Context: an optimization exercise on an open-source flow, tuned for small area. The choices shown serve that exercise and are no tape-out recipe.
Where RTL was checked, it was by simulation tests only, not by an equivalence proof against the original.
The flow treats the clock pin as an ideal source, which a real chip does not have.
No activity file was given, so power comes from the tool's default toggle rates.

==> flow/design.v (excerpt) <==
module xor_encrypt(
        input logic clk,
        input logic valid_in,
        input logic [7:0] key,
        input logic [255:0] code,
        output logic [255:0] code_out,
        output logic valid_out
);
For scale: roughly 260 flip-flops, ~520 I/O pins, ~12,000 sq um of cells after synthesis.
export LEC_CHECK = 0
export CAP_MARGIN = 20
export CORE_MARGIN = 2
export CORE_UTILIZATION = 40
export PLACE_DENSITY = 0.4
export SLEW_MARGIN = 20
export SYNTH_HIERARCHICAL = 1
export SYNTH_MINIMUM_KEEP_SIZE = 0
create_clock -name core_clock -period 4.0 [get_ports {clk}]
standard.sh (not shown) runs the stock make flow with config.mk's settings and CLKGATE_MAP_FILE= SYNTH_SCRIPT=/design/flow/synth_recipe.tcl, a recipe that flattens the netlist after the stock synthesis.
==> flow/flow/run.sh <==
#!/bin/bash
# Own layout flow: the standard flow (standard synthesis unchanged), with the port
# buffers that global placement inserts on every input and output made the smallest
# buffer, sky130_fd_sc_hd__buf_1, instead of the default pick. Everything else is as in
# the standard flow. make's full output goes to flow_make.log in this folder; ORFS
# writes each step's log under orfs/logs/.
set -euo pipefail
export BUFFER_PORTS_ARGS="-buffer_cell sky130_fd_sc_hd__buf_1"
bash standard.sh finish > flow_make.log 2>&1
test -f out/final.def
Next try:
- CORE_UTILIZATION: 40 -> 60
- GPL_TIMING_DRIVEN: default -> 0
- PLACE_DENSITY: 0.4 -> default
Result: Now the flow died in 3_2_place_iop. Synthesized cell count does not change. Area after synthesis stays the same.
No run of this note included a check of the RTL's function; only the layout flow was run.

---

Setup of build 14:
xor_encrypt, a different RTL version from the one above (not shown whole).
For scale: about 790 cells after synthesis, about 520 I/O pins, roughly 12000 µm² of cells after synthesis.
==> flow/config.mk <==
export PLATFORM = sky130hd
export DESIGN_NAME = xor_encrypt
export DESIGN_NICKNAME = xor_encrypt
export VERILOG_FILES = /design/flow/design.v
export SDC_FILE = /design/flow/constraint.sdc
export NUM_CORES = 4
export LEC_CHECK = 0
export CAP_MARGIN = 20
export CORE_MARGIN = 2
export CORE_UTILIZATION = 40
export CTS_BUF_LIST = sky130_fd_sc_hd__clkbuf_16
export CTS_CLUSTER_DIAMETER = 120
export CTS_CLUSTER_SIZE = 30
export SLEW_MARGIN = 20
export SYNTH_HIERARCHICAL = 1
export SYNTH_MINIMUM_KEEP_SIZE = 0
==> flow/constraint.sdc <==
create_clock -name core_clock -period 4.0 [get_ports {clk}]
set_input_delay 0.8000 -clock core_clock [delete_from_list [all_inputs] [get_ports {clk}]]
set_output_delay 0.8000 -clock core_clock [all_outputs]
set_load 0.01 [all_outputs]
==> flow/flow/run.sh <==
#!/bin/bash
# Own layout flow: the standard flow (standard synthesis unchanged) with two changes:
#  - the buffers that global placement puts on every input and output port are the
#    smallest buffer, sky130_fd_sc_hd__buf_1, instead of the default pick;
#  - post_gpl.tcl drops the buffers that timing-driven global placement adds while the
#    clock is still ideal; the repairs after clock tree synthesis add what the real
#    clock timing needs.
# make's full output goes to flow_make.log in this folder; ORFS writes each step's log
# under orfs/logs/.
set -euo pipefail
export BUFFER_PORTS_ARGS="-buffer_cell sky130_fd_sc_hd__buf_1"
export POST_GLOBAL_PLACE_TCL="$PWD/flow/post_gpl.tcl"
export SETUP_MOVE_SEQUENCE="unbuffer,swap,buffer,sizeup"
export PRE_CTS_TCL="$PWD/flow/small_bufs.tcl"
export PRE_GLOBAL_ROUTE_TCL="$PWD/flow/small_bufs.tcl"
bash standard.sh finish > flow_make.log 2>&1
test -f out/final.def
==> flow/flow/post_gpl.tcl <==
# Post global placement hook.
# Drop the buffers that timing-driven global placement added (instances named place*),
# reconnecting their loads to the buffer's input net.
proc drop_place_buffers {} {
  set n 0
  foreach inst [get_cells -quiet place*] {
    set ref [get_property $inst ref_name]
    if { ![regexp {^sky130_fd_sc_hd__(buf|clkbuf)_[0-9]+$} $ref] } { continue }
    set name [get_full_name $inst]
    set in_net [get_nets -of_objects [get_pins $name/A]]
    set out_net [get_nets -of_objects [get_pins $name/X]]
    set loads {}
    foreach pin [get_pins -quiet -of_objects $out_net] {
      if { [get_full_name $pin] != "$name/X" } { lappend loads $pin }
    }
    if { [llength [get_ports -quiet -of_objects $out_net]] > 0 } { continue }
    disconnect_pin $in_net [get_pins $name/A]
    disconnect_pin $out_net [get_pins $name/X]
    foreach pin $loads {
      disconnect_pin $out_net $pin
      connect_pin $in_net $pin
    }
    delete_instance $inst
    delete_net $out_net
    incr n
  }
  puts "Dropped $n placement buffers."
}
drop_place_buffers
==> flow/flow/small_bufs.tcl <==
# Timing repairs after clock tree synthesis: buffer with the small buffers only.
set_dont_use [get_lib_cells {sky130_fd_sc_hd__buf_4 sky130_fd_sc_hd__buf_6 sky130_fd_sc_hd__buf_8 sky130_fd_sc_hd__buf_12 sky130_fd_sc_hd__buf_16 sky130_fd_sc_hd__xor2_4}]
Changes in build 70 relative to build 14:
==> flow/flow/run.sh <==
#!/bin/bash
# Own layout flow: the standard flow (standard synthesis unchanged), with the port
# buffers that global placement inserts on every input and output made the smallest
# buffer, sky130_fd_sc_hd__buf_1, instead of the default pick. Everything else is as in
# the standard flow. make's full output goes to flow_make.log in this folder; ORFS
# writes each step's log under orfs/logs/.
set -euo pipefail
export BUFFER_PORTS_ARGS="-buffer_cell sky130_fd_sc_hd__buf_1"
export POST_GLOBAL_PLACE_TCL="$PWD/flow/post_gpl.tcl"
bash standard.sh finish > flow_make.log 2>&1
test -f out/final.def
-- flow/config.mk --
<<< build 14, line 10
export CORE_UTILIZATION = 40
export CTS_BUF_LIST = sky130_fd_sc_hd__clkbuf_16
export CTS_CLUSTER_DIAMETER = 120
export CTS_CLUSTER_SIZE = 30
export SLEW_MARGIN = 20
export SYNTH_HIERARCHICAL = 1
>>> build 70, line 10
export CORE_UTILIZATION = 40
export CTS_BUF_LIST = sky130_fd_sc_hd__clkbuf_16
export CTS_CLUSTER_DIAMETER = 100
export CTS_CLUSTER_SIZE = 24
export SLEW_MARGIN = 20
export SYNTH_HIERARCHICAL = 1
removed: flow/flow/small_bufs.tcl
[summary]
In build 70, total length of routed wires is lower than in build 14. Post-route met1 wirelength of build 70 is on par with build 14. ~same combined global-route utilization of all metal layers in build 70 and build 14. Compared with build 14, in build 70 post-layout total power neither gained nor lost much; standby leakage power fell 1.8%. The routed wire length on met2 of build 70 falls short of that of build 14 by 1.9%. Looking at number of DRC violations after detailed-routing iteration 0, build 70 sits 12% above build 14.
Modified inputs, build 82 compared to build 70
==> flow/flow/run.sh <==
#!/bin/bash
# Own layout flow: the standard flow (standard synthesis unchanged) with these changes:
#  - the buffers that global placement puts on every input and output port are the
#    smallest buffer, sky130_fd_sc_hd__buf_1, instead of the default pick;
#  - post_gpl.tcl drops the buffers that timing-driven global placement adds while the
#    clock is still ideal; the repairs after clock tree synthesis add what the real
#    clock timing needs;
#  - those repairs try buffering before sizing gates up, and small_bufs.tcl keeps them
#    to the small buffers (no large or delay buffers, no xor2_4).
# make's full output goes to flow_make.log in this folder; ORFS writes each step's log
# under orfs/logs/.
set -euo pipefail
export BUFFER_PORTS_ARGS="-buffer_cell sky130_fd_sc_hd__buf_1"
export POST_GLOBAL_PLACE_TCL="$PWD/flow/post_gpl.tcl"
export SETUP_MOVE_SEQUENCE="unbuffer,swap,buffer,sizeup"
export PRE_CTS_TCL="$PWD/flow/small_bufs.tcl"
export PRE_GLOBAL_ROUTE_TCL="$PWD/flow/small_bufs.tcl"
bash standard.sh finish > flow_make.log 2>&1
test -f out/final.def
==> flow/flow/small_bufs.tcl (new file) <==
# Timing repairs after clock tree synthesis: buffer with the small buffers only.
set_dont_use [get_lib_cells {sky130_fd_sc_hd__buf_4 sky130_fd_sc_hd__buf_6 sky130_fd_sc_hd__buf_8 sky130_fd_sc_hd__buf_12 sky130_fd_sc_hd__buf_16 sky130_fd_sc_hd__xor2_4 sky130_fd_sc_hd__dlygate* sky130_fd_sc_hd__dlymetal* sky130_fd_sc_hd__clkdlybuf* sky130_fd_sc_hd__bufbuf* sky130_fd_sc_hd__clkbuf_4 sky130_fd_sc_hd__clkbuf_8}]
-- flow/config.mk --
<<< build 70, line 9
export CORE_MARGIN = 2
export CORE_UTILIZATION = 40
export CTS_BUF_LIST = sky130_fd_sc_hd__clkbuf_16
export CTS_CLUSTER_DIAMETER = 100
export CTS_CLUSTER_SIZE = 24
export SLEW_MARGIN = 20
export SYNTH_HIERARCHICAL = 1
>>> build 82, line 9
export CORE_MARGIN = 2
export CORE_UTILIZATION = 40
export CTS_BUF_LIST = sky130_fd_sc_hd__clkbuf_8
export CTS_CLUSTER_DIAMETER = 100
export CTS_CLUSTER_SIZE = 16
export SLEW_MARGIN = 20
export SYNTH_HIERARCHICAL = 1
--- outcome ---
- Build 70 → build 82: layout buffer count excluding clock buffers increased by about 5.5% relative to the old numbers, total design power shows a reduction of 0.11 mW, relative contribution of the clock network to total power went down 2.0 points.
- Build 82 vs build 70: cell count up
- The via count reported for build 82 is greater than that of build 70 by 168.
- Between build 82 and build 70, it is build 82 whose measured slew at the worst slew-check pin is lower, by 24 ps.

==> what the ideal ports hide <==
How much do the figures lean on ideal ports? The routed layouts below were timed once more, with nothing changed but the port constraints.
Step 1, drivers: a clkbuf_16 drives clk and a buf_2 each remaining input, both assumed.
Step 2 adds t to the input delays and takes it off the output delays; t is the mean of the earliest and latest rising clock arrival at the registers after step 1. Input paths then give back, and output paths get back, about the clock's delay inside the block.
Slacks: ideal / step 1 / step 2; pairs: ideal / step 1.
run | shift t [ns] | setup slack, ns | hold WS [ns] | worst register clock-pin slew, ns
the first run of note 1 | 0.589 | 0.205 / 0.156 / -0.175 | 0.476 / 0.457 / 1.046 | 0.06 / 0.06
build 14 | 0.519 | 0.220 / 0.173 / -0.235 | 0.533 / 0.512 / 1.031 | 0.12 / 0.12
build 70 | 0.528 | 0.142 / 0.095 / -0.270 | 0.532 / 0.510 / 1.037 | 0.10 / 0.10
build 82 | 0.579 | 0.236 / 0.194 / -0.264 | 0.469 / 0.457 / 1.036 | 0.11 / 0.11
With both steps, setup timing fails in every run listed, where it was met with ideal ports. For build 82, which loses most, drivers alone change the setup slack by -0.042 ns; drivers and shift together by -0.500 ns.
